This is an optimization exercise on Yosys and OpenROAD, whose aim is small area, not a production implementation. In this exercise RTL edits were held to simulation tests only and were not proved equivalent to the original. Power and IR drop assume default switching activity.

`flow/run.sh`:
```
#!/bin/bash
# synth_recipe.tcl (not shown) runs the flow's synth.tcl, then flattens the netlist and writes it again
# the make line also repeats each setting of config.mk as NAME=value (left out here)
make -C /OpenROAD-flow-scripts/flow DESIGN_CONFIG=/design/flow/config.mk WORK_HOME=/design/flow/orfs CLKGATE_MAP_FILE= SYNTH_SCRIPT=/design/flow/synth_recipe.tcl finish
```
`flow/design.v`:
```
`timescale 1ns / 1ps
module Metastable_Remover(
    input signal_in,
    output signal_out,
    input clk
    );
    parameter BARLEN=4;  
    reg [BARLEN-1:0] barieer; 
    always @(posedge clk) begin
        barieer<={signal_in,barieer[BARLEN-1:1]};
    end
    assign signal_out=barieer[0];
endmodule
`timescale 1ns / 1ps
module Bounce_Remover(
    si,
    so,
    clk,
    rst
    );
    input  wire si;
    output reg so;
    input  wire clk;
    input  wire rst;
    parameter WAITBW=4;  
    reg si0;
    always @(posedge clk) si0<=rst ? 1'b0 : si;
    wire si_rise, si_fall;
    assign si_rise = (~si0)&si;
    assign si_fall  = si0&(~si);
    reg [WAITBW-1:0] waitcount;
    wire [WAITBW-1:0] all0;
    assign all0=0;
    always @(posedge clk) 
    if (rst) begin
        so<=0;
        waitcount<=0;
    end else if (waitcount>0) begin
        waitcount<=waitcount-1;
    end else if (si_rise) begin
        so<=1;
        waitcount<=~all0;
    end else if (si_fall) begin
        so<=0;
        waitcount<=~all0;
    end 
endmodule
`timescale 1ns / 1ps
module mixer(
        input wire ref_pulse,
        input wire pdm_pulse,
        output wire mixer_out
    );
    assign mixer_out = ref_pulse ^ pdm_pulse;
endmodule
module counter_new(
        input pulse,
        input CLK,
        input wire rst,
        input wire tick,
        output wire [15:0] result
    );
    reg [15:0] pulseCount;
    reg [15:0] countResult;
    reg [1:0] pulseRead;
    always @(posedge CLK)
        if (rst) begin
            pulseCount <= 16'd0;
            countResult <= 16'd0;
            pulseRead <= 2'd0;
        end else if (tick) begin
            pulseRead <= {pulseRead[0], pulse};
            if (pulseRead == 2'b01) begin
                countResult <= pulseCount;
                pulseCount <= 16'd0;
            end else
                pulseCount <= pulseCount + 1'b1;
        end
    assign result = countResult;
endmodule
module Period_Measurer(si, si0, Dh, Dl, init, locked, clk, rst);
   input  wire si;
   output reg  si0;
   output reg [15:0] Dh;
   output reg [15:0] Dl;
   input  wire init;
   output reg  locked;
   input  wire clk;
   input  wire rst;
   localparam [25:0] NUM = 26'd50000000;
   always @(posedge clk) si0 <= rst ? 1'b0 : si;
   wire si_rise = ~si0 & si;
   reg [31:0] base_h, base_l;
   reg [11:0] basecount;
   reg [1:0]  stt;           
   reg [2:0]  ph;            
   reg [4:0]  j;             
   reg [19:0] R;             
   reg [19:0] Q;             
   wire last = (stt == 2'd1) & si_rise & (basecount == 12'd0);
   wire [19:0] th  = Q + 20'd1000;
   wire [19:0] dv  = (ph == 3'd1) ? base_h[31:12] :
                     (ph == 3'd3) ? base_l[31:12] : th;
   wire [20:0] T   = {R, NUM[j]};
   wire [20:0] Tm  = T - {1'b0, dv};
   wire        qb  = ~Tm[20];
   wire [19:0] Rn  = qb ? Tm[19:0] : T[19:0];
   always @(posedge clk)
     if (init | rst) begin
        stt       <= 2'd0;
        locked    <= 1'b0;
        base_h    <= 32'd0;
        base_l    <= 32'd0;
        basecount <= 12'hfff;
        ph        <= 3'd0;
     end else begin
        case (stt)
          2'd0: if (si_rise) begin
                   stt    <= 2'd1;
                   base_h <= base_h + 1'b1;
                end
          2'd1: begin
                   if (si & ~last) base_h <= base_h + 1'b1;
                   if (~si)        base_l <= base_l + 1'b1;
                   if (si_rise) begin
                      if (basecount != 12'd0) basecount <= basecount - 1'b1;
                      else stt <= 2'd2;
                   end
                end
          default: ;
        endcase
        if (last) begin
           ph <= 3'd1;
           j  <= 5'd21;
           R  <= NUM[25:22];
           Dh <= 16'hffff;
           Dl <= 16'hffff;
        end else if (ph != 3'd0) begin
           R <= Rn;
           j <= j - 1'b1;
           if (ph == 3'd1 || ph == 3'd3) Q <= {Q[18:0], qb};
           if (ph == 3'd2) Dh <= {Dh[14:0], qb};
           if (ph == 3'd4) Dl <= {Dl[14:0], qb};
           if (ph == 3'd1 && j == 5'd14) locked <= 1'b1;
           if (j == 5'd0) begin
              ph <= (ph == 3'd4) ? 3'd0 : ph + 1'b1;
              if (ph == 3'd1 || ph == 3'd3) begin
                 j <= 5'd15;
                 R <= NUM[25:16];
              end else begin
                 j <= 5'd21;
                 R <= NUM[25:22];
              end
           end
        end
     end
endmodule
module output_pulse(Dh, Dl, so, CLK, rst, locked, rise, fall_done);
    input wire [15:0] Dh;
    input wire [15:0] Dl;
    input wire CLK;
    input wire rst;
    input wire locked;
    output wire so;
    output wire rise;
    output wire fall_done;
    reg so_reg;
    reg [1:0] st;
    reg [15:0] cnt;
    wire [15:0] cn = cnt + 1'b1;
    wire g = locked & ~rst;
    assign rise = g & (st == 2'd0);
    assign fall_done = (st == 2'd0) & (cnt == 16'd5000);
    always @(posedge CLK)
        if (g) begin
            case (st)
            2'd0: st <= 2'd3;
            2'd1: begin
                cnt <= cn;
                so_reg <= 1'b1;
                if (cn == Dh) begin st <= 2'd2; cnt <= 16'd0; end
            end
            2'd2: begin
                cnt <= cn;
                so_reg <= 1'b0;
                if (cn == Dl) begin st <= 2'd1; cnt <= 16'd0; end
            end
            2'd3: st <= 2'd1;
            endcase
        end else begin
            st <= 2'd0;
            so_reg <= 1'b0;
            if (rst | fall_done) cnt <= 16'd0;
            else if (st != 2'd0) cnt <= 16'd1;
            else if (cnt != 16'd0) cnt <= cn;
        end
    assign so = so_reg;
endmodule
module lag_pulse(Dh, Dl, so, CLK, rst, rise, fall_done);
    input wire [15:0] Dh;
    input wire [15:0] Dl;
    input wire CLK;
    input wire rst;
    input wire rise;
    input wire fall_done;
    output wire so;
    reg so_reg;
    reg [1:0] st;
    reg [15:0] cnt;
    wire [15:0] cn = cnt + 1'b1;
    always @(posedge CLK)
        if (rst | fall_done) begin
            st <= 2'd0;
            cnt <= 16'd0;
            so_reg <= 1'b0;
        end else begin
            case (st)
            2'd0: begin
                if (cnt == 16'd5000) begin st <= 2'd3; cnt <= 16'd0; end
                else if (cnt != 16'd0 || rise) cnt <= cn;
            end
            2'd1: begin
                cnt <= cn;
                so_reg <= 1'b1;
                if (cn == Dh) begin st <= 2'd2; cnt <= 16'd0; end
            end
            2'd2: begin
                cnt <= cn;
                so_reg <= 1'b0;
                if (cn == Dl) begin st <= 2'd1; cnt <= 16'd0; end
            end
            2'd3: st <= 2'd1;
            endcase
        end
    assign so = so_reg;
endmodule
module dfil_new #(parameter K = 20, parameter BW = 5, parameter L = 1245) (
    input wire indata,       
    input wire B,            
    input wire B0,           
    input wire so_d,         
    input wire [BW-1:0] W,   
    input wire bnd,          
    input wire rok,          
    input CLK,
    input rst,
    output wire out
);
    reg [BW-1:0] er;
    wire [BW-1:0] en = er + ((B ^ B0) ? W : {BW{1'b0}});
    always @(posedge CLK) er <= (rst | bnd) ? {BW{1'b0}} : en;
    reg [L-1:0] ring;
    always @(posedge CLK) begin
        ring <= {ring[L-2:0], ring[L-1]};
        if (rst | bnd) ring[BW-1:0] <= rst ? {BW{1'b0}} : en;
    end
    wire [BW-1:0] rd = {ring[BW-2:0], ring[L-1]};
    reg [BW-1:0] dr;
    reg [3:0] dcd;
    reg Bdr;
    wire free = (dcd == 4'd0);
    wire [BW:0] dm = {1'b0, dr} - {1'b0, W};
    wire e = free & ~dm[BW];
    wire Bd = Bdr ^ e;
    always @(posedge CLK)
        if (rst) begin
            dr <= {BW{1'b0}};
            dcd <= 4'd0;
            Bdr <= 1'b0;
        end else begin
            Bdr <= Bd;
            dcd <= e ? 4'd15 : (free ? 4'd0 : dcd - 1'b1);
            dr <= bnd ? rd : (e ? dm[BW-1:0] : dr);
        end
    wire x = indata & ~rst;
    reg xd1;
    always @(posedge CLK) xd1 <= x;
    wire xd = (so_d ^ Bd) & rok;
    reg [12:0] sum;
    always @(posedge CLK) sum <= rst ? 13'd0 : sum + {12'd0, xd1} - {12'd0, xd};
    reg fil;
    always @(negedge CLK)
        if (rst) fil <= 1'b0;
        else begin
            if (sum > 13'd4500) fil <= 1'b1;
            if (sum < 13'd500) fil <= 1'b0;
        end
    assign out = fil;
endmodule
module UART(input [15:0] DATA, input hi, input CLK, input rst, input START, output reg UARTTX);
    reg [6:0] clkCount;
    reg [3:0] dataCount;
    reg sendStBit;
    wire [7:0] byte_ = hi ? DATA[15:8] : DATA[7:0];
    always @(posedge CLK)
        if (rst) begin
            clkCount <= 7'd0;
            dataCount <= 4'd0;
            sendStBit <= 1'b0;
            UARTTX <= 1'b1;
        end else if (sendStBit) begin
            if (clkCount != 7'd100)
                clkCount <= clkCount + 1'b1;
            else begin
                clkCount <= 7'd0;
                dataCount <= dataCount + 1'b1;
                UARTTX <= dataCount[3] | byte_[dataCount[2:0]];
                if (dataCount == 4'd9) begin
                    sendStBit <= 1'b0;
                    dataCount <= 4'd0;
                end
            end
        end else if (START) begin
            sendStBit <= 1'b1;
            UARTTX <= 1'b0;
        end
endmodule
`timescale 1ns / 1ps
module top(
        input CLK,
        input rst,
        input c1,
        input c2,
        input c3,
        input init,
        output Bounce_Remover_outc1,
        output Bounce_Remover_outc2,
        output Bounce_Remover_outc3,
        output mixer_out1,
        output mixer_out2,
        output mixer_out3,
        output so1,
        output so2,
        output so3,
        output dfil_new_out1,
        output dfil_new_out2,
        output dfil_new_out3,
        output UARTTX
    );
    localparam K = 20;       
    localparam BW = 5;       
    localparam L = 1245;     
    reg [4:0] pos;
    always @(posedge CLK) pos <= (rst || pos == K - 1) ? 5'd0 : pos + 1'b1;
    wire bnd = (pos == K - 1);
    reg [BW-1:0] W;
    always @(*)
        case (pos)
            5'd0: W = 5'd26;
            5'd1: W = 5'd22;
            5'd2: W = 5'd19;
            default: W = 5'd20 - pos;
        endcase
    reg [12:0] rcnt;
    always @(posedge CLK) rcnt <= rst ? 13'd0 : (rcnt == 13'd5000 ? rcnt : rcnt + 1'b1);
    wire rok = (rcnt == 13'd5000);
    reg [3:0] clk_count;
    always @(posedge CLK) clk_count <= (rst || clk_count == 4'd10) ? 4'd0 : clk_count + 1'b1;
    wire tick = (clk_count == 4'd10);
    wire [15:0] result1, result2, result3;
    channel #(.K(K), .BW(BW), .L(L)) ch1 (.CLK(CLK), .rst(rst), .init(init), .c(c1),
        .W(W), .bnd(bnd), .rok(rok), .tick(tick),
        .B(Bounce_Remover_outc1), .mix(mixer_out1), .so(so1), .fil(dfil_new_out1), .result(result1));
    channel #(.K(K), .BW(BW), .L(L)) ch2 (.CLK(CLK), .rst(rst), .init(init), .c(c2),
        .W(W), .bnd(bnd), .rok(rok), .tick(tick),
        .B(Bounce_Remover_outc2), .mix(mixer_out2), .so(so2), .fil(dfil_new_out2), .result(result2));
    channel #(.K(K), .BW(BW), .L(L)) ch3 (.CLK(CLK), .rst(rst), .init(init), .c(c3),
        .W(W), .bnd(bnd), .rok(rok), .tick(tick),
        .B(Bounce_Remover_outc3), .mix(mixer_out3), .so(so3), .fil(dfil_new_out3), .result(result3));
    reg [13:0] sendtiming;
    reg [15:0] addtiming;
    reg [15:0] SENDDATA;
    reg [15:0] sensordata1, sensordata2, sensordata3;
    reg START;
    reg [1:0] shift;
    always @(posedge CLK)
        if (rst) begin
            sendtiming <= 14'd0;
            addtiming <= 16'd0;
            SENDDATA <= 16'd0;
            sensordata1 <= 16'd0;
            sensordata2 <= 16'd0;
            sensordata3 <= 16'd0;
            START <= 1'b0;
            shift <= 2'd0;
        end else begin
            if (addtiming == 16'd49999) begin
                sensordata1 <= result1;
                sensordata2 <= result2;
                sensordata3 <= result3;
            end
            if (sendtiming == 14'd12500) begin
                case (shift)
                    2'd0: SENDDATA <= 16'hffff;
                    2'd1: SENDDATA <= sensordata1;
                    2'd2: SENDDATA <= sensordata2;
                    2'd3: SENDDATA <= sensordata3;
                endcase
                shift <= shift + 1'b1;
                sendtiming <= 14'd0;
                START <= 1'b0;
            end else begin
                sendtiming <= sendtiming + 1'b1;
                addtiming <= addtiming + 1'b1;
                START <= (sendtiming == 14'd1) | (sendtiming == 14'd6251);
            end
            if (addtiming == 16'd50000) addtiming <= 16'd0;
        end
    UART UART(.DATA(SENDDATA), .hi(sendtiming[12]), .CLK(CLK), .rst(rst), .START(START), .UARTTX(UARTTX));
endmodule
module channel #(parameter K = 20, parameter BW = 5, parameter L = 1245) (
    input CLK, input rst, input init, input c,
    input [BW-1:0] W, input bnd, input rok, input tick,
    output B, output mix, output so, output fil, output [15:0] result
);
    wire sync, B0, locked, rise, fall_done, so_d;
    wire [15:0] Dh, Dl;
    Metastable_Remover mr(.signal_in(c), .signal_out(sync), .clk(CLK));
    Bounce_Remover br(.si(sync), .so(B), .clk(CLK), .rst(rst));
    Period_Measurer pm(.si(B), .si0(B0), .Dh(Dh), .Dl(Dl), .init(init), .locked(locked), .clk(CLK), .rst(rst));
    output_pulse op(.Dh(Dh), .Dl(Dl), .so(so), .CLK(CLK), .rst(rst), .locked(locked), .rise(rise), .fall_done(fall_done));
    lag_pulse lp(.Dh(Dh), .Dl(Dl), .so(so_d), .CLK(CLK), .rst(rst), .rise(rise), .fall_done(fall_done));
    mixer mx(.ref_pulse(so), .pdm_pulse(B), .mixer_out(mix));
    dfil_new #(.K(K), .BW(BW), .L(L)) df(.indata(mix), .B(B), .B0(B0), .so_d(so_d), .W(W), .bnd(bnd), .rok(rok),
        .CLK(CLK), .rst(rst), .out(fil));
    counter_new cn(.pulse(fil), .CLK(CLK), .rst(rst), .tick(tick), .result(result));
endmodule
```
`flow/constraint.sdc`:
```
create_clock -name core_clock -period 110.0 [get_ports {CLK}]
set_input_delay 22.0000 -clock core_clock [delete_from_list [all_inputs] [get_ports {CLK}]]
set_output_delay 22.0000 -clock core_clock [all_outputs]
set_load 0.01 [all_outputs]
```
`flow/config.mk`:
```
export PLATFORM = sky130hd
export DESIGN_NAME = top
export DESIGN_NICKNAME = top
export VERILOG_FILES = /design/flow/design.v
export SDC_FILE = /design/flow/constraint.sdc
export NUM_CORES = 8
export LEC_CHECK = 0
export CAP_MARGIN = 20
export CORE_MARGIN = 2
export CORE_UTILIZATION = 50
export PLACE_DENSITY = 0.6
export SLEW_MARGIN = 20
```
==> impl_metrics.json, run 1 <==
{
  "status": "no timing/DRC/antenna violations",
  "ys_ff_latch": 4683,
  "final_nets": 10170,
  "slew_headroom_pct": 28.25,
  "r2r-start": "ch3.df.sum[3]$_SDFF_PP0_",
  "hold_ws_ns": 0.2495,
  "drt_iter0_markers": 3494,
  "first_global_vias": 64560,
  "finalMaxSlewViolations": 0,
  "internal-power_mw": 2.675,
  "area.growth.synth_to_final_pct": 14.33,
  "post_cts_resize_count": 0,
  "register_area_mm2": 0.09654,
  "power.density_mw_per_mm2": 23.35,
  "ff2ff_path_depth": 11,
  "wl_met1_um": 97920,
  "crit_chain": "clkdlybuf4s50_1",
  "r2r_end": "ch3.df.fil$_SDFFE_NP0N_",
  "worstHoldEndpoint": "ch1.df.ring[1065]$_DFF_P_",
  "drtAntennaViolNets": 0,
  "p_sw_mw": 0.7268,
  "multi_input_area_mm2": 0.02894,
  "synth_cells": 9631,
  "swShare_pct": 21.37,
  "power_mw": 3.401,
  "synth_edf_count": 279,
  "cpPeakStageDelay_ns": 0.57,
  "rsz0062_at_grt": "no",
  "ir_drop_mv": 0.01657,
  "die-area_mm2": 0.2588,
  "routed-wl-met3_um": 8268,
  "routed_wl_um": 192500,
  "io_buffers": 18,
  "rows": 185,
  "criticalPathCategory": "flop to output port",
  "netlist_area_mm2": 0.1274,
  "cp_slowest_cell": "clkdlybuf4s50_1",
  "crit_family": "buffers and inverters",
  "grt.overflow.total": 0,
  "fill_cells": 20490,
  "io_pins": 19,
  "gp_congestion": 0.8160,
  "dp.cells": 12790,
  "route.detailed.drc": 0,
  "yosys_warnings": 9,
  "pwr-share-clk_pct": 43.5,
  "postCtsHoldBufs": 0,
  "setup_ws_ns": 31.19,
  "place_hpwl_um": 114300,
  "finClkSkew_ns": 0.1375,
  "cts.sinks": 4683,
  "comb_power_share_pct": 5.0,
  "clock-root-buffer": "clkbuf_16",
  "vias": 64510,
  "layout-drive-gt1-share_pct": 7.857,
  "startpoint_type": "flop",
  "hold_start": "ch1.df.ring[1064]$_DFF_P_",
  "worstPathRequired_ns": 88.00,
  "end_kind": "output port",
  "worst_pin_slew_ns": 1.068,
  "power_leakage_nw": 56.51,
  "grt_usage_pct": 14.91,
  "setup_viol": 0,
  "initial_core_util_pct": 50.22,
  "synth_nets": 9927,
  "synth_cell_types": 98,
  "core_area_mm2": 0.2537,
  "fin_tns_setup_ns": 0,
  "cp_num_buf_inv": 1,
  "final_cells": 13590,
  "top_regs": "ch1.df.ring: 1245 flops, ch2.df.ring: 1245 flops, ch3.df.ring: 1245 flops",
  "antenna_found_initial": 2,
  "max-cap-violations": 0,
  "whs_path_depth": 0,
  "worstHoldPathType": "flop to flop",
  "critical_path.max_fanout": 3,
  "clk_pin_slew_ns": 0.06,
  "drt_pass1_iterations": 5,
  "ys.flop_type": "dfxtp_1",
  "postCtsSetupRepairBufs": 0,
  "ys_seq_area_share_pct": 75.78,
  "wl_per_cell_um": 14.17,
  "synth.avg_cell_area_um2": 13.23,
  "grt_pass1_wl_um": 324500,
  "grt_start_max_net_pins": 97,
  "fp.dieW_um": 508.8,
  "numCtsBuffers": 438,
  "die_h_um": 508.8,
  "hold_viol_final": 0,
  "htree_levels": 5,
  "cts_tree": "built",
  "cts.path.max_buffers": 4,
  "route.met2.wl_um": 81300,
  "cp_data_arrival_time_ns": 56.81,
  "viasPerCell": 4.748,
  "place_ws_ns": 31.88,
  "r2r_setup_slack_ns": 53.42,
  "power_frac_seq_pct": 51.5,
  "clock_latency_ns": 1.00,
  "async_flop_share_pct": 0,
  "top_layer": "met4"
}
[kinds of logic (layout without fill, tap and decap cells)]
| group | count (synthesis) | after routing | share of synthesized area [%] |
|---|---|---|---|
| DFF | 4683 | 4683 | 75.78 |
| other | 0 | 1 | 0 |
| buffers and inverters | 513 | 1102 | 1.569 |
| muxes | 88 | 88 | 0.7454 |
| and+or+nand+nor | 2321 | 2321 | 8.747 |
| AOI/OAI and AO/OA | 1081 | 1081 | 5.220 |
| xor gates and xnor gates | 652 | 652 | 5.013 |
| adders and majority gates | 293 | 293 | 2.925 |
[through the flow]
step	cell area [um^2]	util, %
after floorplan	127400	-
after global placement	131100	51.69
after detailed placement	131100	51.69
after CTS	145600	57.40
after global routing	145700	57.41
final	145700	57.41
[placed cells by master, fill, tap and decap left out, types with 55 or more instances in the layout]
master	instances
and3_1	93
dfxtp_1	4404
clkbuf_8	87
nor2_1	725
nand3_1	190
edfxtp_1	279
nor4_1	55
ha_1	281
nor2b_1	55
mux2i_1	78
nand4_1	108
a211oi_1	57
xor2_1	313
a21oi_1	476
inv_1	244
nand2_1	588
or3_1	65
xnor2_1	289
clkinv_2	85
o21ai_0	186
clkbuf_1	102
clkbuf_16	446
nor3_1	107
nand2b_1	142
[layer usage]
layer	vias to the layer above	global-route usage, %
li1	32630	-
met3	374	3.074
met1	30500	21.64
met2	1001	22.17
met5	-	0
met4	0	5.055
[Yosys cell counts (110+ instances only)]
| cell | count | share of area, % |
|---|---|---|
| ha_1 | 281 | 2.8 |
| a21oi_1 | 480 | 1.9 |
| dfxtp_1 | 4404 | 69 |
| nand2b_1 | 142 | 0.70 |
| xnor2_1 | 290 | 2.0 |
| o21ai_0 | 186 | 0.73 |
| nand3_1 | 190 | 0.75 |
| inv_1 | 242 | 0.71 |
| edfxtp_1 | 279 | 6.6 |
| clkbuf_1 | 218 | 0.64 |
| nand2_1 | 588 | 1.7 |
| xor2_1 | 313 | 2.2 |
| nor3_1 | 110 | 0.43 |
| nor2_1 | 726 | 2.1 |
[power by group through the flow]
| stage | sequential (mW) | combinational, mW | clock, mW |
|---|---|---|---|
| finish | 1.75 | 0.170 | 1.48 |
| global route | 1.75 | 0.193 | 1.59 |
| CTS | 1.75 | 0.170 | 1.52 |
| detailed placement | 1.79 | 0.169 | 0.000227 |
| global placement | 1.79 | 0.165 | 0.000227 |
| floorplan | 1.78 | 0.140 | 0.000227 |
[worst max path at each step]
| stage | from | endpoint | slack, ns | depth (start not counted) |
|---|---|---|---|---|
| 3_5_place_dp | rst | ch2.df.fil$_SDFFE_NP0N_ | 31.88 | 3 |
| 6_report | ch1.df.fil$_SDFFE_NP0N_ | dfil_new_out1 | 31.19 | 1 |
| 4_1_cts | ch1.df.fil$_SDFFE_NP0N_ | dfil_new_out1 | 31.06 | 1 |
| 5_1_grt | ch1.df.fil$_SDFFE_NP0N_ | dfil_new_out1 | 31.05 | 1 |
| 2_1_floorplan | rst | ch1.df.fil$_SDFFE_NP0N_ | 31.75 | 5 |
| 3_3_place_gp | rst | ch2.df.fil$_SDFFE_NP0N_ | 31.92 | 3 |
[layout make-up]
type / instances / area share, %
Antenna cell: 1 / 0.001718
Clock buffer: 635 / 8.742
Clock inverter: 159 / 1.206
Inverter: 241 / 0.6211
Multi-Input combinational cell: 4435 / 19.87
Sequential cell: 4683 / 66.28
Tap cell: 3366 / 2.892
Timing Repair Buffer: 67 / 0.3874
==> run 2, diff against run 1 <==
--- a/flow/design.v
+++ b/flow/design.v
@@ -55,2 +55,21 @@
 endmodule
+module rc_add #(parameter W = 8) (input [W-1:0] a, input [W-1:0] b, input ci, output [W-1:0] s, output co);
+    wire [W:0] c;
+    assign c[0] = ci;
+    genvar i;
+    generate for (i = 0; i < W; i = i + 1) begin : g
+        assign s[i] = a[i] ^ b[i] ^ c[i];
+        assign c[i+1] = (a[i] & b[i]) | (c[i] & (a[i] ^ b[i]));
+    end endgenerate
+    assign co = c[W];
+endmodule
+module rc_inc #(parameter W = 8) (input [W-1:0] a, input ci, output [W-1:0] s);
+    wire [W:0] c;
+    assign c[0] = ci;
+    genvar i;
+    generate for (i = 0; i < W; i = i + 1) begin : g
+        assign s[i] = a[i] ^ c[i];
+        assign c[i+1] = a[i] & c[i];
+    end endgenerate
+endmodule
 module counter_new(
@@ -65,2 +84,4 @@
     reg [1:0] pulseRead;
+    wire [15:0] pc_inc;
+    rc_inc #(16) u_inc(.a(pulseCount), .ci(1'b1), .s(pc_inc));
     always @(posedge CLK)
@@ -76,3 +97,3 @@
             end else
-                pulseCount <= pulseCount + 1'b1;
+                pulseCount <= pc_inc;
         end
@@ -93,36 +114,62 @@
    reg [31:0] base_h, base_l;
-   reg [11:0] basecount;
+   reg [11:0] bc;            
    reg [1:0]  stt;           
-   reg [2:0]  ph;            
-   reg [4:0]  j;             
+   reg [1:0]  ph;            
    reg [19:0] R;             
-   reg [19:0] Q;             
-   wire last = (stt == 2'd1) & si_rise & (basecount == 12'd0);
-   wire [19:0] th  = Q + 20'd1000;
-   wire [19:0] dv  = (ph == 3'd1) ? base_h[31:12] :
-                     (ph == 3'd3) ? base_l[31:12] : th;
-   wire [20:0] T   = {R, NUM[j]};
-   wire [20:0] Tm  = T - {1'b0, dv};
-   wire        qb  = ~Tm[20];
+   wire last = (stt == 2'd1) & si_rise & (bc == 12'd0);
+   wire cnt_h = ((stt == 2'd0) & si_rise) | ((stt == 2'd1) & si & ~last);
+   wire cnt_l = (stt == 2'd1) & ~si;
+   wire [31:0] bh_inc, bl_inc;
+   rc_inc #(32) u_bh(.a(base_h), .ci(cnt_h), .s(bh_inc));
+   rc_inc #(32) u_bl(.a(base_l), .ci(cnt_l), .s(bl_inc));
+   wire div = (stt == 2'd2);
+   wire [19:0] Q   = {base_l[7:0], base_h[11:0]};
+   wire [19:0] th;
+   rc_add #(20) u_th(.a(Q), .b(20'd1000), .ci(1'b0), .s(th), .co());
+   wire [19:0] dv  = ph[0] ? th : (ph[1] ? base_l[31:12] : base_h[31:12]);
+   wire [20:0] T   = {R, NUM[bc[4:0]]};
+   wire [20:0] Tm;
+   wire        qb;
+   rc_add #(21) u_sub(.a(T), .b(~{1'b0, dv}), .ci(1'b1), .s(Tm), .co(qb));
    wire [19:0] Rn  = qb ? Tm[19:0] : T[19:0];
+   wire qsh = div & ~ph[0];
+   wire jz = (bc[4:0] == 5'd0);
+   wire [11:0] bc_dec;
+   rc_add #(12) u_bc(.a(bc), .b(12'hfff), .ci(1'b0), .s(bc_dec), .co());
    always @(posedge clk)
      if (init | rst) begin
-        stt       <= 2'd0;
-        locked    <= 1'b0;
-        base_h    <= 32'd0;
-        base_l    <= 32'd0;
-        basecount <= 12'hfff;
-        ph        <= 3'd0;
+        stt    <= 2'd0;
+        locked <= 1'b0;
+        base_h <= 32'd0;
+        base_l <= 32'd0;
+        bc     <= 12'hfff;
      end else begin
+        base_h[31:12] <= bh_inc[31:12];
+        base_h[11:0]  <= qsh ? {base_h[10:0], qb} : bh_inc[11:0];
+        base_l[31:8]  <= bl_inc[31:8];
+        base_l[7:0]   <= qsh ? {base_l[6:0], base_h[11]} : bl_inc[7:0];
         case (stt)
-          2'd0: if (si_rise) begin
-                   stt    <= 2'd1;
-                   base_h <= base_h + 1'b1;
+          2'd0: if (si_rise) stt <= 2'd1;
+          2'd1: if (si_rise) begin
+                   if (bc != 12'd0) bc <= bc_dec;
+                   else begin
+                      stt <= 2'd2;
+                      ph  <= 2'd0;
+                      bc  <= 12'd21;
+                      R   <= NUM[25:22];
+                      Dh  <= 16'hffff;
+                      Dl  <= 16'hffff;
+                   end
                 end
-          2'd1: begin
-                   if (si & ~last) base_h <= base_h + 1'b1;
-                   if (~si)        base_l <= base_l + 1'b1;
-                   if (si_rise) begin
-                      if (basecount != 12'd0) basecount <= basecount - 1'b1;
-                      else stt <= 2'd2;
+          2'd2: begin
+                   bc <= bc_dec;
+                   R  <= Rn;
+                   if (ph == 2'd1) Dh <= {Dh[14:0], qb};
+                   if (ph == 2'd3) Dl <= {Dl[14:0], qb};
+                   if (ph == 2'd0 && bc[4:0] == 5'd14) locked <= 1'b1;
+                   if (jz) begin
+                      ph <= ph + 1'b1;
+                      if (ph == 2'd3) stt <= 2'd3;
+                      bc <= ph[0] ? 12'd21 : 12'd15;
+                      R  <= ph[0] ? {16'd0, NUM[25:22]} : {10'd0, NUM[25:16]};
                    end
@@ -131,26 +178,2 @@
         endcase
-        if (last) begin
-           ph <= 3'd1;
-           j  <= 5'd21;
-           R  <= NUM[25:22];
-           Dh <= 16'hffff;
-           Dl <= 16'hffff;
-        end else if (ph != 3'd0) begin
-           R <= Rn;
-           j <= j - 1'b1;
-           if (ph == 3'd1 || ph == 3'd3) Q <= {Q[18:0], qb};
-           if (ph == 3'd2) Dh <= {Dh[14:0], qb};
-           if (ph == 3'd4) Dl <= {Dl[14:0], qb};
-           if (ph == 3'd1 && j == 5'd14) locked <= 1'b1;
-           if (j == 5'd0) begin
-              ph <= (ph == 3'd4) ? 3'd0 : ph + 1'b1;
-              if (ph == 3'd1 || ph == 3'd3) begin
-                 j <= 5'd15;
-                 R <= NUM[25:16];
-              end else begin
-                 j <= 5'd21;
-                 R <= NUM[25:22];
-              end
-           end
-        end
      end
@@ -169,3 +192,4 @@
     reg [15:0] cnt;
-    wire [15:0] cn = cnt + 1'b1;
+    wire [15:0] cn;
+    rc_inc #(16) u_inc(.a(cnt), .ci(1'b1), .s(cn));
     wire g = locked & ~rst;
@@ -209,3 +233,4 @@
     reg [15:0] cnt;
-    wire [15:0] cn = cnt + 1'b1;
+    wire [15:0] cn;
+    rc_inc #(16) u_inc(.a(cnt), .ci(1'b1), .s(cn));
     always @(posedge CLK)
@@ -236,3 +261,3 @@
 endmodule
-module dfil_new #(parameter K = 20, parameter BW = 5, parameter L = 1245) (
+module dfil_new #(parameter K = 125, parameter BW = 25, parameter L = 975) (
     input wire indata,       
@@ -249,3 +274,4 @@
     reg [BW-1:0] er;
-    wire [BW-1:0] en = er + ((B ^ B0) ? W : {BW{1'b0}});
+    wire [BW-1:0] en;
+    rc_add #(BW) u_enc(.a(er), .b((B ^ B0) ? W : {BW{1'b0}}), .ci(1'b0), .s(en), .co());
     always @(posedge CLK) er <= (rst | bnd) ? {BW{1'b0}} : en;
@@ -261,4 +287,6 @@
     wire free = (dcd == 4'd0);
-    wire [BW:0] dm = {1'b0, dr} - {1'b0, W};
-    wire e = free & ~dm[BW];
+    wire [BW-1:0] dm;
+    wire ge;
+    rc_add #(BW) u_dec(.a(dr), .b(~W), .ci(1'b1), .s(dm), .co(ge));
+    wire e = free & ge;
     wire Bd = Bdr ^ e;
@@ -272,3 +300,3 @@
             dcd <= e ? 4'd15 : (free ? 4'd0 : dcd - 1'b1);
-            dr <= bnd ? rd : (e ? dm[BW-1:0] : dr);
+            dr <= bnd ? rd : (e ? dm : dr);
         end
@@ -279,3 +307,9 @@
     reg [12:0] sum;
-    always @(posedge CLK) sum <= rst ? 13'd0 : sum + {12'd0, xd1} - {12'd0, xd};
+    wire dn = xd & ~xd1;
+    wire [12:0] sum_n;
+    rc_add #(13) u_sum(.a(sum), .b({{12{dn}}, xd ^ xd1}), .ci(1'b0), .s(sum_n), .co());
+    always @(posedge CLK) sum <= rst ? 13'd0 : sum_n;
+    wire gt4500, ge500;
+    rc_add #(13) u_c1(.a(sum), .b(~13'd4501), .ci(1'b1), .s(), .co(gt4500));
+    rc_add #(13) u_c2(.a(sum), .b(~13'd500), .ci(1'b1), .s(), .co(ge500));
     reg fil;
@@ -284,4 +318,4 @@
         else begin
-            if (sum > 13'd4500) fil <= 1'b1;
-            if (sum < 13'd500) fil <= 1'b0;
+            if (gt4500) fil <= 1'b1;
+            if (~ge500) fil <= 1'b0;
         end
@@ -339,7 +373,7 @@
     );
-    localparam K = 20;       
-    localparam BW = 5;       
-    localparam L = 1245;     
-    reg [4:0] pos;
-    always @(posedge CLK) pos <= (rst || pos == K - 1) ? 5'd0 : pos + 1'b1;
+    localparam K = 125;      
+    localparam BW = 25;      
+    localparam L = 975;      
+    reg [6:0] pos;
+    always @(posedge CLK) pos <= (rst || pos == K - 1) ? 7'd0 : pos + 1'b1;
     wire bnd = (pos == K - 1);
@@ -348,9 +382,133 @@
         case (pos)
-            5'd0: W = 5'd26;
-            5'd1: W = 5'd22;
-            5'd2: W = 5'd19;
-            default: W = 5'd20 - pos;
+            7'd0: W = 25'd28706082;
+            7'd1: W = 25'd25178258;
+            7'd2: W = 25'd22083390;
+            7'd3: W = 25'd19368558;
+            7'd4: W = 25'd16987318;
+            7'd5: W = 25'd14898887;
+            7'd6: W = 25'd13067435;
+            7'd7: W = 25'd11461471;
+            7'd8: W = 25'd10053311;
+            7'd9: W = 25'd8818617;
+            7'd10: W = 25'd7735997;
+            7'd11: W = 25'd6786657;
+            7'd12: W = 25'd5954097;
+            7'd13: W = 25'd5223844;
+            7'd14: W = 25'd4583216;
+            7'd15: W = 25'd4021112;
+            7'd16: W = 25'd3527824;
+            7'd17: W = 25'd3094868;
+            7'd18: W = 25'd2714832;
+            7'd19: W = 25'd2381240;
+            7'd20: W = 25'd2088431;
+            7'd21: W = 25'd1831452;
+            7'd22: W = 25'd1605964;
+            7'd23: W = 25'd1408160;
+            7'd24: W = 25'd1234694;
+            7'd25: W = 25'd1082620;
+            7'd26: W = 25'd949340;
+            7'd27: W = 25'd832560;
+            7'd28: W = 25'd730253;
+            7'd29: W = 25'd640628;
+            7'd30: W = 25'd562104;
+            7'd31: W = 25'd493288;
+            7'd32: W = 25'd432956;
+            7'd33: W = 25'd380036;
+            7'd34: W = 25'd333592;
+            7'd35: W = 25'd292809;
+            7'd36: W = 25'd256979;
+            7'd37: W = 25'd225488;
+            7'd38: W = 25'd197804;
+            7'd39: W = 25'd173466;
+            7'd40: W = 25'd152074;
+            7'd41: W = 25'd133280;
+            7'd42: W = 25'd116780;
+            7'd43: W = 25'd102307;
+            7'd44: W = 25'd89625;
+            7'd45: W = 25'd78524;
+            7'd46: W = 25'd68816;
+            7'd47: W = 25'd60332;
+            7'd48: W = 25'd52920;
+            7'd49: W = 25'd46444;
+            7'd50: W = 25'd40783;
+            7'd51: W = 25'd35830;
+            7'd52: W = 25'd31491;
+            7'd53: W = 25'd27684;
+            7'd54: W = 25'd24338;
+            7'd55: W = 25'd21392;
+            7'd56: W = 25'd18794;
+            7'd57: W = 25'd16500;
+            7'd58: W = 25'd14473;
+            7'd59: W = 25'd12682;
+            7'd60: W = 25'd11101;
+            7'd61: W = 25'd9708;
+            7'd62: W = 25'd8484;
+            7'd63: W = 25'd7412;
+            7'd64: W = 25'd6476;
+            7'd65: W = 25'd5661;
+            7'd66: W = 25'd4953;
+            7'd67: W = 25'd4339;
+            7'd68: W = 25'd3807;
+            7'd69: W = 25'd3346;
+            7'd70: W = 25'd2946;
+            7'd71: W = 25'd2598;
+            7'd72: W = 25'd2294;
+            7'd73: W = 25'd2027;
+            7'd74: W = 25'd1791;
+            7'd75: W = 25'd1581;
+            7'd76: W = 25'd1393;
+            7'd77: W = 25'd1224;
+            7'd78: W = 25'd1072;
+            7'd79: W = 25'd936;
+            7'd80: W = 25'd815;
+            7'd81: W = 25'd708;
+            7'd82: W = 25'd614;
+            7'd83: W = 25'd532;
+            7'd84: W = 25'd461;
+            7'd85: W = 25'd400;
+            7'd86: W = 25'd348;
+            7'd87: W = 25'd304;
+            7'd88: W = 25'd267;
+            7'd89: W = 25'd236;
+            7'd90: W = 25'd210;
+            7'd91: W = 25'd188;
+            7'd92: W = 25'd169;
+            7'd93: W = 25'd152;
+            7'd94: W = 25'd136;
+            7'd95: W = 25'd121;
+            7'd96: W = 25'd107;
+            7'd97: W = 25'd94;
+            7'd98: W = 25'd82;
+            7'd99: W = 25'd71;
+            7'd100: W = 25'd61;
+            7'd101: W = 25'd52;
+            7'd102: W = 25'd44;
+            7'd103: W = 25'd37;
+            7'd104: W = 25'd31;
+            7'd105: W = 25'd26;
+            7'd106: W = 25'd22;
+            7'd107: W = 25'd19;
+            7'd108: W = 25'd17;
+            7'd109: W = 25'd16;
+            7'd110: W = 25'd15;
+            7'd111: W = 25'd14;
+            7'd112: W = 25'd13;
+            7'd113: W = 25'd12;
+            7'd114: W = 25'd11;
+            7'd115: W = 25'd10;
+            7'd116: W = 25'd9;
+            7'd117: W = 25'd8;
+            7'd118: W = 25'd7;
+            7'd119: W = 25'd6;
+            7'd120: W = 25'd5;
+            7'd121: W = 25'd4;
+            7'd122: W = 25'd3;
+            7'd123: W = 25'd2;
+            7'd124: W = 25'd1;
+            default: W = 25'd0;
         endcase
     reg [12:0] rcnt;
-    always @(posedge CLK) rcnt <= rst ? 13'd0 : (rcnt == 13'd5000 ? rcnt : rcnt + 1'b1);
+    wire [12:0] rcnt_n;
+    rc_inc #(13) u_rc(.a(rcnt), .ci(1'b1), .s(rcnt_n));
+    always @(posedge CLK) rcnt <= rst ? 13'd0 : (rcnt == 13'd5000 ? rcnt : rcnt_n);
     wire rok = (rcnt == 13'd5000);
@@ -375,2 +533,6 @@
     reg [1:0] shift;
+    wire [13:0] st_n;
+    wire [15:0] at_n;
+    rc_inc #(14) u_st(.a(sendtiming), .ci(1'b1), .s(st_n));
+    rc_inc #(16) u_at(.a(addtiming), .ci(1'b1), .s(at_n));
     always @(posedge CLK)
@@ -402,4 +564,4 @@
             end else begin
-                sendtiming <= sendtiming + 1'b1;
-                addtiming <= addtiming + 1'b1;
+                sendtiming <= st_n;
+                addtiming <= at_n;
                 START <= (sendtiming == 14'd1) | (sendtiming == 14'd6251);
@@ -410,3 +572,3 @@
 endmodule
-module channel #(parameter K = 20, parameter BW = 5, parameter L = 1245) (
+module channel #(parameter K = 125, parameter BW = 25, parameter L = 975) (
     input CLK, input rst, input init, input c,
--- a/flow/config.mk
+++ b/flow/config.mk
@@ -10,2 +10,5 @@
 export CORE_UTILIZATION = 50
+export CTS_BUF_LIST = sky130_fd_sc_hd__clkbuf_8
+export CTS_CLUSTER_DIAMETER = 60
+export CTS_CLUSTER_SIZE = 20
 export PLACE_DENSITY = 0.6
==> run 2 against run 1 <==
Sequential share of layout area is 0.84 points lower. Non-clock buffer count grew 26. Hold slack improved by 0.0046 ns. Combinational power shrank 16%. Utilization shrank 3.6 points. Synthesized area shrank 9.2%. Sequential power decreased by 15%. Critical path depth is the same. Register-to-register slack better by 0.20 ns. Design area decreased by 15%. Synthesized cell count decreased by 7.2%.
==> impl_metrics.json, run 2 <==
{
  "status": "no timing/DRC/antenna violations",
  "clk_pin_slew_ns": 0.10,
  "end_kind": "output port",
  "ir_drop_mv": 0.01447,
  "fp.dieW_um": 485.1,
  "whs_path_depth": 0,
  "p_sw_mw": 0.5407,
  "fin_tns_setup_ns": 0,
  "routed_wl_um": 194200,
  "drtAntennaViolNets": 0,
  "startpoint_type": "flop",
  "power_leakage_nw": 48.62,
  "ff2ff_path_depth": 5,
  "cpPeakStageDelay_ns": 0.55,
  "cp_slowest_cell": "clkdlybuf4s50_1",
  "grt_start_max_net_pins": 203,
  "pwr-share-clk_pct": 30.1,
  "area.growth.synth_to_final_pct": 6.990,
  "layout_commonest_cell": "dfxtp_1",
  "htree_levels": 5,
  "postCtsSetupRepairBufs": 0,
  "clock_latency_ns": 1.05,
  "synth_edf_count": 210,
  "yosys_warnings": 9,
  "synth_cell_types": 95,
  "critical_path.max_fanout": 3,
  "wl_per_cell_um": 16.06,
  "rows": 176,
  "worstHoldPathType": "flop to flop",
  "cp_data_arrival_time_ns": 56.90,
  "rsz0062_at_grt": "no",
  "worstHoldEndpoint": "ch1.df.ring[969]$_DFF_P_",
  "cts_tree": "built",
  "worst_pin_slew_ns": 1.136,
  "netlist_area_mm2": 0.1157,
  "drt_iter0_markers": 3216,
  "yosys.area.top_type": "dfxtp_1",
  "hold_viol_final": 0,
  "setup_viol": 0,
  "grt.overflow.total": 0,
  "route.detailed.drc": 0,
  "startpoint": "ch2.df.fil$_SDFFE_NP0P_",
  "gp_congestion": 0.8810,
  "place_hpwl_um": 120600,
  "max-cap-violations": 0,
  "synth_area_leaders": "dfxtp_1 65%, ha_1 6.0%, edfxtp_1 5.5%",
  "postCtsHoldBufs": 0,
  "async_flop_share_pct": 0,
  "top_regs": "ch1.df.ring: 975 flops, ch2.df.ring: 975 flops, ch3.df.ring: 975 flops",
  "cts.path.max_buffers": 4,
  "numCtsBuffers": 278,
  "r2r-start": "ch3.df.sum[2]$_SDFF_PP0_",
  "drt_pass1_iterations": 6,
  "finalMaxSlewViolations": 0,
  "die-area_mm2": 0.2353,
  "synth_cells": 8934,
  "clock-root-buffer": "clkbuf_8",
  "synth_top_cell_area_share_pct": 64.57,
  "ys.flop_type": "dfxtp_1",
  "post_cts_resize_count": 0,
  "synth.most_common_cell": "dfxtp_1",
  "vias": 59680,
  "ys_seq_area_share_pct": 70.02,
  "crit_family": "buffers and inverters",
  "antenna_found_initial": 5,
  "comb_power_share_pct": 6.1,
  "power_mw": 2.317,
  "swShare_pct": 23.34,
  "io_pins": 19,
  "worstPathRequired_ns": 88.00,
  "core_area_mm2": 0.2301,
  "ys_ff_latch": 3942,
  "slew_headroom_pct": 24.29,
  "final_nets": 9768,
  "finClkSkew_ns": 0.1160,
  "power_frac_seq_pct": 63.8,
  "layout_common_cells": "3732 x dfxtp_1, 747 x nand2_1, 555 x ha_1",
  "criticalPathCategory": "flop to output port",
  "first_global_vias": 60410,
  "cts.sinks": 3942,
  "cp_num_buf_inv": 1,
  "hold_start": "ch1.df.ring[968]$_DFF_P_",
  "internal-power_mw": 1.776,
  "initial_core_util_pct": 50.28,
  "synth_nets": 9727,
  "die_h_um": 485.1,
  "viasPerCell": 4.934,
  "grt_usage_pct": 16.59,
  "grt_pass1_wl_um": 321500,
  "synth.avg_cell_area_um2": 12.95,
  "r2r_end": "ch3.df.fil$_SDFFE_NP0P_",
  "crit_chain": "clkdlybuf4s50_1",
  "layout-drive-gt1-share_pct": 5.737,
  "ys_top_cells_by_count": "3732 x dfxtp_1, 748 x nand2_1, 555 x ha_1",
  "r2r_setup_slack_ns": 53.62,
  "power.density_mw_per_mm2": 18.72,
  "io_buffers": 18
}
## run 2: cells by family after synthesis
group / synth area share (%)
flip-flops: 70.02
AND/OR/NAND/NOR: 7.765
AO/OA/AOI/OAI: 6.999
adder cells (fa/ha/maj): 10.02
buffers and inverters: 2.358
XOR/XNOR: 1.929
multiplexers: 0.9127
## run 2: layout make-up
cell class	count	area (um^2)
diodes	4	10.01
clock buffers	285	3923
clock inverters	87	874.6
fillers	19390	106300
inverters	353	1325
multi-input cells	4304	32080
flip-flops and latches	3942	81020
well taps	3026	3786
repair buffers	93	773.2
## run 2: power groups by stage
stage | sequential (mW) | clock (mW) | combinational, mW
after floorplan | 1.51 | 0.000227 | 0.104
after global placement | 1.51 | 0.000227 | 0.137
after detailed placement | 1.51 | 0.000227 | 0.142
after CTS | 1.48 | 0.731 | 0.142
after global routing | 1.48 | 0.782 | 0.157
final | 1.48 | 0.697 | 0.142
## run 2: how the worst max path moves through the flow
stage | to | slack (ns) | depth (start not counted)
global placement | dfil_new_out2 | 32.09 | 1
detailed placement | dfil_new_out2 | 32.10 | 1
global route | dfil_new_out1 | 30.97 | 1
floorplan | ch1.df.fil$_SDFFE_NP0P_ | 31.52 | 6
finish | dfil_new_out2 | 31.10 | 1
CTS | dfil_new_out2 | 31.00 | 1
## run 2: worst reg2reg max path, cell delays in order (launching register included)
cell and delay [ns]:
dfxtp_1 0.36, o2111a_1 0.26, o211ai_1 0.17, a21oi_1 0.08, o31ai_1 0.24, a21oi_1 0.09
## run 2: stage by stage
stage	hold WS [ns]	cell area, um^2	utilization [%]	setup WS, ns	instances
2_1_floorplan	0.3096	115700	-	31.52	8934
3_3_place_gp	0.3095	119000	51.69	32.09	11720
3_5_place_dp	0.3121	119000	51.69	32.10	11720
4_1_cts	0.2462	123800	53.78	31.00	12090
5_1_grt	0.2374	123800	53.79	30.97	12090
6_report	0.2541	123800	53.80	31.10	12090
## run 2: metal layers
metal / wire length [um] / GRT usage [%] / up-vias
li1: - / - / 29550
met1: 95560 / 23.67 / 28790
met2: 85200 / 25.67 / 948
met3: 7765 / 2.834 / 390
met4: 5650 / 5.453 / 2
met5: 13 / 0 / -
==> run 3, diff against run 2 <==
--- a/flow/design.v
+++ b/flow/design.v
@@ -31,2 +31,4 @@
     reg [WAITBW-1:0] waitcount;
+    wire [WAITBW-1:0] wait_dec;
+    rc_add #(WAITBW) u_dec(.a(waitcount), .b({WAITBW{1'b1}}), .ci(1'b0), .s(wait_dec), .co());
     wire [WAITBW-1:0] all0;
@@ -37,4 +39,4 @@
         waitcount<=0;
-    end else if (waitcount>0) begin
-        waitcount<=waitcount-1;
+    end else if (|waitcount) begin
+        waitcount<=wait_dec;
     end else if (si_rise) begin
@@ -280,3 +282,3 @@
         ring <= {ring[L-2:0], ring[L-1]};
-        if (rst | bnd) ring[BW-1:0] <= rst ? {BW{1'b0}} : en;
+        if (rst | bnd) ring[BW-1:0] <= en;    
     end
@@ -287,2 +289,4 @@
     wire free = (dcd == 4'd0);
+    wire [3:0] dcd_dec;
+    rc_add #(4) u_dcd(.a(dcd), .b(4'hf), .ci(1'b0), .s(dcd_dec), .co());
     wire [BW-1:0] dm;
@@ -292,5 +296,4 @@
     wire Bd = Bdr ^ e;
-    always @(posedge CLK)
-        if (rst) begin
-            dr <= {BW{1'b0}};
+    always @(posedge CLK) begin
+        if (~rok) begin
             dcd <= 4'd0;
@@ -299,5 +302,6 @@
             Bdr <= Bd;
-            dcd <= e ? 4'd15 : (free ? 4'd0 : dcd - 1'b1);
-            dr <= bnd ? rd : (e ? dm : dr);
+            dcd <= e ? 4'd15 : (free ? 4'd0 : dcd_dec);
         end
+        dr <= bnd ? rd : (e ? dm : dr);
+    end
     wire x = indata & ~rst;
@@ -328,2 +332,6 @@
     wire [7:0] byte_ = hi ? DATA[15:8] : DATA[7:0];
+    wire [6:0] cc_n;
+    wire [3:0] dc_n;
+    rc_inc #(7) u_cc(.a(clkCount), .ci(1'b1), .s(cc_n));
+    rc_inc #(4) u_dc(.a(dataCount), .ci(1'b1), .s(dc_n));
     always @(posedge CLK)
@@ -336,6 +344,6 @@
             if (clkCount != 7'd100)
-                clkCount <= clkCount + 1'b1;
+                clkCount <= cc_n;
             else begin
                 clkCount <= 7'd0;
-                dataCount <= dataCount + 1'b1;
+                dataCount <= dc_n;
                 UARTTX <= dataCount[3] | byte_[dataCount[2:0]];
@@ -377,3 +385,5 @@
     reg [6:0] pos;
-    always @(posedge CLK) pos <= (rst || pos == K - 1) ? 7'd0 : pos + 1'b1;
+    wire [6:0] pos_n;
+    rc_inc #(7) u_pos(.a(pos), .ci(1'b1), .s(pos_n));
+    always @(posedge CLK) pos <= (rst || pos == K - 1) ? 7'd0 : pos_n;
     wire bnd = (pos == K - 1);
@@ -515,3 +525,5 @@
     reg [3:0] clk_count;
-    always @(posedge CLK) clk_count <= (rst || clk_count == 4'd10) ? 4'd0 : clk_count + 1'b1;
+    wire [3:0] cc_n;
+    rc_inc #(4) u_cc(.a(clk_count), .ci(1'b1), .s(cc_n));
+    always @(posedge CLK) clk_count <= (rst || clk_count == 4'd10) ? 4'd0 : cc_n;
     wire tick = (clk_count == 4'd10);
--- a/flow/config.mk
+++ b/flow/config.mk
@@ -11,4 +11,4 @@
 export CTS_BUF_LIST = sky130_fd_sc_hd__clkbuf_8
-export CTS_CLUSTER_DIAMETER = 60
-export CTS_CLUSTER_SIZE = 20
+export CTS_CLUSTER_DIAMETER = 80
+export CTS_CLUSTER_SIZE = 16
 export PLACE_DENSITY = 0.6
==> run 3 against run 2 <==
Largest cell class unchanged. Still clean on timing, DRC and antenna. Combinational power increased by 37%. Global-route usage decreased by 0.90 points. Hold slack improved by 0.025 ns. Synthesized area decreased by 1.0%. Utilization increased by 0.050 points. Setup slack improved by 0.011 ns. Register-to-register slack about the same. Routed wire length decreased by 7.7%. Design area decreased by 1.0%. Power increased by 3.6%.
==> impl_metrics.json, run 3 <==
{
  "status": "no timing/DRC/antenna violations",
  "crit_family": "buffers and inverters",
  "grt_pass1_wl_um": 302300,
  "end_kind": "output port",
  "finish.utilization_pct": 53.85,
  "ys_top_cells_by_count": "3657 x dfxtp_1, 805 x nand2_1, 568 x ha_1",
  "layout_commonest_cell": "dfxtp_1",
  "max-cap-violations": 0,
  "criticalPathCategory": "flop to output port",
  "finClkSkew_ns": 0.09575,
  "cpPeakStageDelay_ns": 0.56,
  "die_h_um": 482.6,
  "ys_ff_latch": 3942,
  "postCtsHoldBufs": 0,
  "io_buffers": 18,
  "grt_usage_pct": 15.69,
  "finalMaxSlewViolations": 0,
  "worst_pin_slew_ns": 1.067,
  "postCtsSetupRepairBufs": 0,
  "place_hpwl_um": 109800,
  "antenna_found_initial": 3,
  "drtAntennaViolNets": 0,
  "synth_cell_types": 95,
  "async_flop_share_pct": 0,
  "io_pins": 19,
  "route.detailed.drc": 0,
  "ir_drop_mv": 0.01574,
  "power_mw": 2.401,
  "fill_cells": 18930,
  "area.growth.synth_to_final_pct": 6.946,
  "first_global_vias": 58190,
  "fin_tns_setup_ns": 0,
  "worstHoldPathType": "flop to flop",
  "cts.path.max_buffers": 4,
  "yosys.area.top_type": "dfxtp_1",
  "final_cells": 11740,
  "gp_congestion": 0.8392,
  "crit_chain": "clkdlybuf4s50_1",
  "synth_edf_count": 285,
  "grt.overflow.total": 0,
  "viasPerCell": 4.816,
  "rows": 175,
  "swShare_pct": 23.16,
  "post_cts_resize_count": 0,
  "grt_start_max_net_pins": 185,
  "drt_iter0_markers": 3075,
  "core_area_mm2": 0.2275,
  "setup_ws_ns": 31.11,
  "cts_tree": "built",
  "synth.avg_cell_area_um2": 13.36,
  "htree_levels": 5,
  "place_ws_ns": 31.79,
  "internal-power_mw": 1.845,
  "numCtsBuffers": 300,
  "slew_headroom_pct": 28.83,
  "pwr-share-clk_pct": 28.2,
  "synth.most_common_cell": "dfxtp_1",
  "startpoint_type": "flop",
  "clock_latency_ns": 1.04,
  "hold_ws_ns": 0.2792,
  "yosys_warnings": 9,
  "vias": 56560,
  "cp_data_arrival_time_ns": 56.89,
  "post_dp_cell_area_mm2": 0.1179,
  "cp_slowest_cell": "clkdlybuf4s50_1",
  "worstPathRequired_ns": 88.00,
  "clk_pin_slew_ns": 0.09,
  "layout-drive-gt1-share_pct": 5.501,
  "synth_nets": 9378,
  "ys.flop_type": "dfxtp_1",
  "setup_viol": 0,
  "p_sw_mw": 0.5562,
  "synth_top_cell_area_share_pct": 63.92,
  "clock-root-buffer": "clkbuf_8",
  "fp.dieW_um": 482.6,
  "final_nets": 9460,
  "netlist_area_mm2": 0.1145,
  "cp_num_buf_inv": 1,
  "synth_cells": 8572,
  "power_frac_seq_pct": 63.7,
  "routed_wl_um": 179300,
  "initial_core_util_pct": 50.35,
  "rsz0062_at_grt": "no",
  "ys_seq_area_share_pct": 71.39,
  "dp.cells": 11360,
  "synth_area_leaders": "dfxtp_1 64%, edfxtp_1 7.5%, ha_1 6.2%",
  "die-area_mm2": 0.2329,
  "layout_common_cells": "3657 x dfxtp_1, 805 x nand2_1, 565 x ha_1",
  "power_leakage_nw": 50.42,
  "cts.sinks": 3942,
  "comb_power_share_pct": 8.1,
  "critical_path.max_fanout": 3,
  "wl_per_cell_um": 15.27,
  "drt_pass1_iterations": 13,
  "top_regs": "ch1.df.ring: 975 flops, ch2.df.ring: 975 flops, ch3.df.ring: 975 flops",
  "hold_viol_final": 0,
  "power.density_mw_per_mm2": 19.60,
  "fin_area_mm2": 0.1225
}
run 3: logic make-up after synthesis:
logic type	share of synthesized area, %
mux	1.006
flops	71.39
simple gates	7.952
compound gates	5.567
xor+xnor	1.908
buf+inv	1.919
fa+ha+maj	10.26
run 3: path summary, 6_finish.rpt:
path | start | to | slack [ns] | cells after the start
worst max register to register | ch1.df.sum[2]$_SDFF_PP0_ | ch1.df.fil$_SDFFE_NP0P_ | 53.62 | 5
worst min register to register | ch1.df.ring[911]$_DFF_P_ | ch1.df.ring[912]$_DFF_P_ | 0.28 | 0
worst min-delay path | ch1.df.ring[911]$_DFF_P_ | ch1.df.ring[912]$_DFF_P_ | 0.28 | 0
worst max-delay path | ch3.df.fil$_SDFFE_NP0P_ | dfil_new_out3 | 31.11 | 1
run 3: routing by layer:
metal / up-vias / track usage, % / part of all wire [%]
li1: 28260 / - / -
met1: 27150 / 22.20 / 49
met2: 812 / 24.48 / 44
met3: 335 / 3.077 / 4.1
met4: 0 / 4.582 / 2.4
met5: - / 0 / 0
run 3: layout make-up:
class                      count  area, um^2  area share (%)
multi-input combinational   4055       30690           25.05
tap                         3009        3765           3.073
clock buffer                 306        4212           3.438
inverter                     278        1044          0.8519
clock inverter                71       386.6          0.3156
timing repair buffer          74       614.3          0.5015
antenna                        8       20.02         0.01634
sequential                  3942       81770           66.75
run 3: power groups by stage:
stage	logic, mW	clock network (mW)	registers [mW]
floorplan	0.147	0.000227	1.55
global placement	0.187	0.000227	1.56
detailed placement	0.195	0.000227	1.56
CTS	0.197	0.715	1.53
global route	0.223	0.768	1.54
finish	0.194	0.678	1.53
==> run 4, diff against run 3 <==
--- a/flow/design.v
+++ b/flow/design.v
@@ -392,71 +392,71 @@
         case (pos)
-            7'd0: W = 25'd28706082;
-            7'd1: W = 25'd25178258;
-            7'd2: W = 25'd22083390;
-            7'd3: W = 25'd19368558;
-            7'd4: W = 25'd16987318;
-            7'd5: W = 25'd14898887;
-            7'd6: W = 25'd13067435;
-            7'd7: W = 25'd11461471;
-            7'd8: W = 25'd10053311;
-            7'd9: W = 25'd8818617;
-            7'd10: W = 25'd7735997;
-            7'd11: W = 25'd6786657;
-            7'd12: W = 25'd5954097;
-            7'd13: W = 25'd5223844;
-            7'd14: W = 25'd4583216;
-            7'd15: W = 25'd4021112;
-            7'd16: W = 25'd3527824;
-            7'd17: W = 25'd3094868;
-            7'd18: W = 25'd2714832;
-            7'd19: W = 25'd2381240;
-            7'd20: W = 25'd2088431;
-            7'd21: W = 25'd1831452;
-            7'd22: W = 25'd1605964;
-            7'd23: W = 25'd1408160;
-            7'd24: W = 25'd1234694;
-            7'd25: W = 25'd1082620;
-            7'd26: W = 25'd949340;
-            7'd27: W = 25'd832560;
-            7'd28: W = 25'd730253;
-            7'd29: W = 25'd640628;
-            7'd30: W = 25'd562104;
-            7'd31: W = 25'd493288;
-            7'd32: W = 25'd432956;
-            7'd33: W = 25'd380036;
-            7'd34: W = 25'd333592;
-            7'd35: W = 25'd292809;
-            7'd36: W = 25'd256979;
-            7'd37: W = 25'd225488;
-            7'd38: W = 25'd197804;
-            7'd39: W = 25'd173466;
-            7'd40: W = 25'd152074;
-            7'd41: W = 25'd133280;
-            7'd42: W = 25'd116780;
-            7'd43: W = 25'd102307;
-            7'd44: W = 25'd89625;
-            7'd45: W = 25'd78524;
-            7'd46: W = 25'd68816;
-            7'd47: W = 25'd60332;
-            7'd48: W = 25'd52920;
-            7'd49: W = 25'd46444;
-            7'd50: W = 25'd40783;
-            7'd51: W = 25'd35830;
-            7'd52: W = 25'd31491;
-            7'd53: W = 25'd27684;
-            7'd54: W = 25'd24338;
-            7'd55: W = 25'd21392;
-            7'd56: W = 25'd18794;
-            7'd57: W = 25'd16500;
-            7'd58: W = 25'd14473;
-            7'd59: W = 25'd12682;
-            7'd60: W = 25'd11101;
-            7'd61: W = 25'd9708;
-            7'd62: W = 25'd8484;
-            7'd63: W = 25'd7412;
-            7'd64: W = 25'd6476;
-            7'd65: W = 25'd5661;
-            7'd66: W = 25'd4953;
-            7'd67: W = 25'd4339;
-            7'd68: W = 25'd3807;
+            7'd0: W = 25'd28950528;
+            7'd1: W = 25'd25395200;
+            7'd2: W = 25'd22265856;
+            7'd3: W = 25'd19529728;
+            7'd4: W = 25'd17121280;
+            7'd5: W = 25'd15007744;
+            7'd6: W = 25'd13164544;
+            7'd7: W = 25'd11542528;
+            7'd8: W = 25'd10125312;
+            7'd9: W = 25'd8880128;
+            7'd10: W = 25'd7790592;
+            7'd11: W = 25'd6836224;
+            7'd12: W = 25'd5996544;
+            7'd13: W = 25'd5259264;
+            7'd14: W = 25'd4612096;
+            7'd15: W = 25'd4046848;
+            7'd16: W = 25'd3551232;
+            7'd17: W = 25'd3115008;
+            7'd18: W = 25'd2732032;
+            7'd19: W = 25'd2396160;
+            7'd20: W = 25'd2101248;
+            7'd21: W = 25'd1843200;
+            7'd22: W = 25'd1615872;
+            7'd23: W = 25'd1417216;
+            7'd24: W = 25'd1242112;
+            7'd25: W = 25'd1088512;
+            7'd26: W = 25'd953856;
+            7'd27: W = 25'd836608;
+            7'd28: W = 25'd733696;
+            7'd29: W = 25'd643584;
+            7'd30: W = 25'd564736;
+            7'd31: W = 25'd495616;
+            7'd32: W = 25'd434944;
+            7'd33: W = 25'd381696;
+            7'd34: W = 25'd335104;
+            7'd35: W = 25'd294144;
+            7'd36: W = 25'd258048;
+            7'd37: W = 25'd226432;
+            7'd38: W = 25'd198656;
+            7'd39: W = 25'd174208;
+            7'd40: W = 25'd152704;
+            7'd41: W = 25'd133760;
+            7'd42: W = 25'd117120;
+            7'd43: W = 25'd102592;
+            7'd44: W = 25'd89856;
+            7'd45: W = 25'd78720;
+            7'd46: W = 25'd68992;
+            7'd47: W = 25'd60480;
+            7'd48: W = 25'd53056;
+            7'd49: W = 25'd46560;
+            7'd50: W = 25'd40896;
+            7'd51: W = 25'd35936;
+            7'd52: W = 25'd31568;
+            7'd53: W = 25'd27760;
+            7'd54: W = 25'd24400;
+            7'd55: W = 25'd21440;
+            7'd56: W = 25'd18832;
+            7'd57: W = 25'd16528;
+            7'd58: W = 25'd14488;
+            7'd59: W = 25'd12696;
+            7'd60: W = 25'd11112;
+            7'd61: W = 25'd9712;
+            7'd62: W = 25'd8488;
+            7'd63: W = 25'd7416;
+            7'd64: W = 25'd6480;
+            7'd65: W = 25'd5664;
+            7'd66: W = 25'd4956;
+            7'd67: W = 25'd4340;
+            7'd68: W = 25'd3808;
             7'd69: W = 25'd3346;
==> flow/flow/run.sh (new file) <==
#!/bin/bash
# Layout flow: the standard flow (standard.sh, unchanged synthesis and
# steps) with one change to clock tree synthesis: small clkbuf_4 leaf buffers
# for clusters of at most 9 flip-flops, and no dummy loads. The full output
# of the flow goes to standard.log in the work folder.
set -euo pipefail
export CTS_ARGS="-sink_clustering_enable -repair_clock_nets -sink_clustering_size 9 -sink_clustering_max_diameter 60 -buf_list sky130_fd_sc_hd__clkbuf_4 -dont_use_dummy_load"
bash standard.sh > standard.log 2>&1
==> flow/standard.sh (new file) <==
#!/bin/bash
# synth_recipe.tcl (not shown) runs the flow's synth.tcl, then flattens the netlist and writes it again
# the make line also repeats each setting of config.mk as NAME=value (left out here)
make -C /OpenROAD-flow-scripts/flow DESIGN_CONFIG=/design/flow/config.mk WORK_HOME=/design/flow/orfs CLKGATE_MAP_FILE= SYNTH_SCRIPT=/design/flow/synth_recipe.tcl "${@:-finish}"
--- a/flow/config.mk
+++ b/flow/config.mk
@@ -10,5 +10,2 @@
 export CORE_UTILIZATION = 50
-export CTS_BUF_LIST = sky130_fd_sc_hd__clkbuf_8
-export CTS_CLUSTER_DIAMETER = 80
-export CTS_CLUSTER_SIZE = 16
 export PLACE_DENSITY = 0.6
removed: flow/run.sh
==> run 4 against run 3 <==
Register-to-register slack worse by 0.16 ns. Hold slack worse by 0.048 ns. Sequential cell count is the same. Count of clock-buffer cells in the layout increased by 185. Design area is 1.4% lower. Combinational power shrank 17%. Utilization shrank 0.24 points. Die area shrank 0.79%. First-iteration DRC count decreased by 15%. Final cell count about the same. Non-clock buffer count grew 1.
==> impl_metrics.json, run 4 <==
{
  "die-area_mm2": 0.2311,
  "yosys_warnings": 9,
  "crit_chain": "clkdlybuf4s50_1",
  "startpoint": "ch1.df.fil$_SDFFE_NP0P_",
  "synth_cell_types": 90,
  "cp_data_arrival_time_ns": 57.10,
  "p_sw_mw": 0.5323,
  "route.detailed.drc": 0,
  "grt_usage_pct": 15.44,
  "rows": 174,
  "postCtsHoldBufs": 0,
  "comb_power_share_pct": 7.0,
  "async_flop_share_pct": 0,
  "synth_edf_count": 285,
  "ys.flop_type": "dfxtp_1",
  "routed_wl_um": 173300,
  "grt_start_max_net_pins": 96,
  "clock-root-buffer": "clkbuf_4",
  "netlist_area_mm2": 0.1136,
  "status": "no timing/DRC/antenna violations",
  "cts.path.max_buffers": 4,
  "cp_slowest_cell": "clkdlybuf4s50_1",
  "place_ws_ns": 32.09,
  "worstHoldPathType": "flop to flop",
  "clock_latency_ns": 1.42,
  "finish.utilization_pct": 53.60,
  "cts_tree": "built",
  "grt.overflow.total": 0,
  "post_cts_resize_count": 0,
  "hold_ws_ns": 0.2314,
  "io_pins": 19,
  "finClkSkew_ns": 0.2262,
  "postCtsSetupRepairBufs": 0,
  "synth_nets": 9232,
  "r2r-start": "ch2.df.sum[2]$_SDFF_PP0_",
  "criticalPathCategory": "flop to output port",
  "ys_seq_area_share_pct": 71.96,
  "die_h_um": 480.7,
  "max-cap-violations": 0,
  "hold_viol_final": 0,
  "crit_path_end": "dfil_new_out1",
  "internal-power_mw": 1.769,
  "power_mw": 2.301,
  "r2r_setup_slack_ns": 53.46,
  "power_frac_seq_pct": 66.1,
  "antenna_found_initial": 5,
  "first_global_vias": 58660,
  "power_leakage_nw": 49.91,
  "worstPathRequired_ns": 88.00,
  "startpoint_type": "flop",
  "end_kind": "output port",
  "ys_ff_latch": 3942,
  "rsz0062_at_grt": "no",
  "setup_viol": 0,
  "crit_family": "buffers and inverters",
  "clk_pin_slew_ns": 0.10,
  "ir_drop_mv": 0.01169,
  "cts.sinks": 3942,
  "layout_common_cells": "3657 x dfxtp_1, 796 x nand2_1, 565 x ha_1",
  "place_hpwl_um": 105300,
  "htree_levels": 5,
  "synth_top_cell_area_share_pct": 64.43,
  "cpPeakStageDelay_ns": 0.57,
  "drt_pass1_iterations": 5,
  "layout_commonest_cell": "dfxtp_1",
  "cp.depth": 1,
  "worst_pin_slew_ns": 1.047,
  "pwr-share-clk_pct": 26.9,
  "synth_area_leaders": "dfxtp_1 64%, edfxtp_1 7.5%, ha_1 6.2%",
  "cp_num_buf_inv": 1,
  "ys_top_cells_by_count": "3657 x dfxtp_1, 797 x nand2_1, 566 x ha_1"
}
-- run 4: cell types whose count changed in the layout (fill, tap and decap cells not counted), moves of 25 or more --
cell,delta
inv_1,-44
clkbuf_4,+491
xor2_1,+40
nor2b_1,-28
a21oi_1,-25
clkbuf_8,-305
xnor2_1,-36
-- run 4: worst min-delay path by stage --
stage,from,endpoint,cells after the start
global placement,ch1.df.ring[451]$_DFF_P_,ch1.df.ring[452]$_DFF_P_,0
detailed placement,ch1.df.ring[152]$_DFF_P_,ch1.df.ring[153]$_DFF_P_,0
finish,ch1.df.ring[455]$_DFF_P_,ch1.df.ring[456]$_DFF_P_,0
global route,ch2.df.ring[661]$_DFF_P_,ch2.df.ring[662]$_DFF_P_,0
floorplan,ch1.df.ring[99]$_DFF_P_,ch1.df.ring[100]$_DFF_P_,0
CTS,ch1.df.ring[455]$_DFF_P_,ch1.df.ring[456]$_DFF_P_,0
-- run 4: kinds of logic after synthesis --
kind of cell	count (synthesis)	synth area share, %
flip-flops	3942	71.96
AND/OR/NAND/NOR	1839	7.728
AO/OA/AOI/OAI	941	5.211
adder cells (fa/ha/maj)	797	10.30
buffers and inverters	557	1.861
XOR/XNOR	249	1.919
multiplexers	104	1.014
-- run 4: through the flow --
step,cells,area [um^2]
floorplan,8429,113600
global placement,11220,117000
detailed placement,11220,117000
CTS,11720,120700
global route,11730,120800
finish,11740,120800
-- run 4: routing by layer --
layer / share of wire, % / wire length (um) / track usage [%]
met4: 2.6 / 4588 / 5.327
met3: 4.4 / 7665 / 3.468
met2: 44 / 76520 / 23.87
met5: 0 / 0 / 0
met1: 49 / 84510 / 21.41
-- run 4: power by group through the flow --
stage / logic (mW) / clock network [mW] / registers (mW)
floorplan: 0.121 / 0.000227 / 1.55
global placement: 0.157 / 0.000227 / 1.55
detailed placement: 0.162 / 0.000227 / 1.56
CTS: 0.163 / 0.660 / 1.52
global route: 0.184 / 0.720 / 1.53
finish: 0.161 / 0.619 / 1.52
-- run 4: final cells by class --
cell class | instances | area, um^2 | area share (%)
Sequential cell | 3942 | 81770 | 67.70
Multi-Input combinational cell | 3930 | 29850 | 24.71
Tap cell | 2992 | 3744 | 3.099
Clock buffer | 491 | 3686 | 3.052
Inverter | 285 | 1070 | 0.8857
Timing Repair Buffer | 75 | 611.8 | 0.5065
Antenna cell | 18 | 45.04 | 0.03729
Clock inverter | 3 | 11.26 | 0.009323
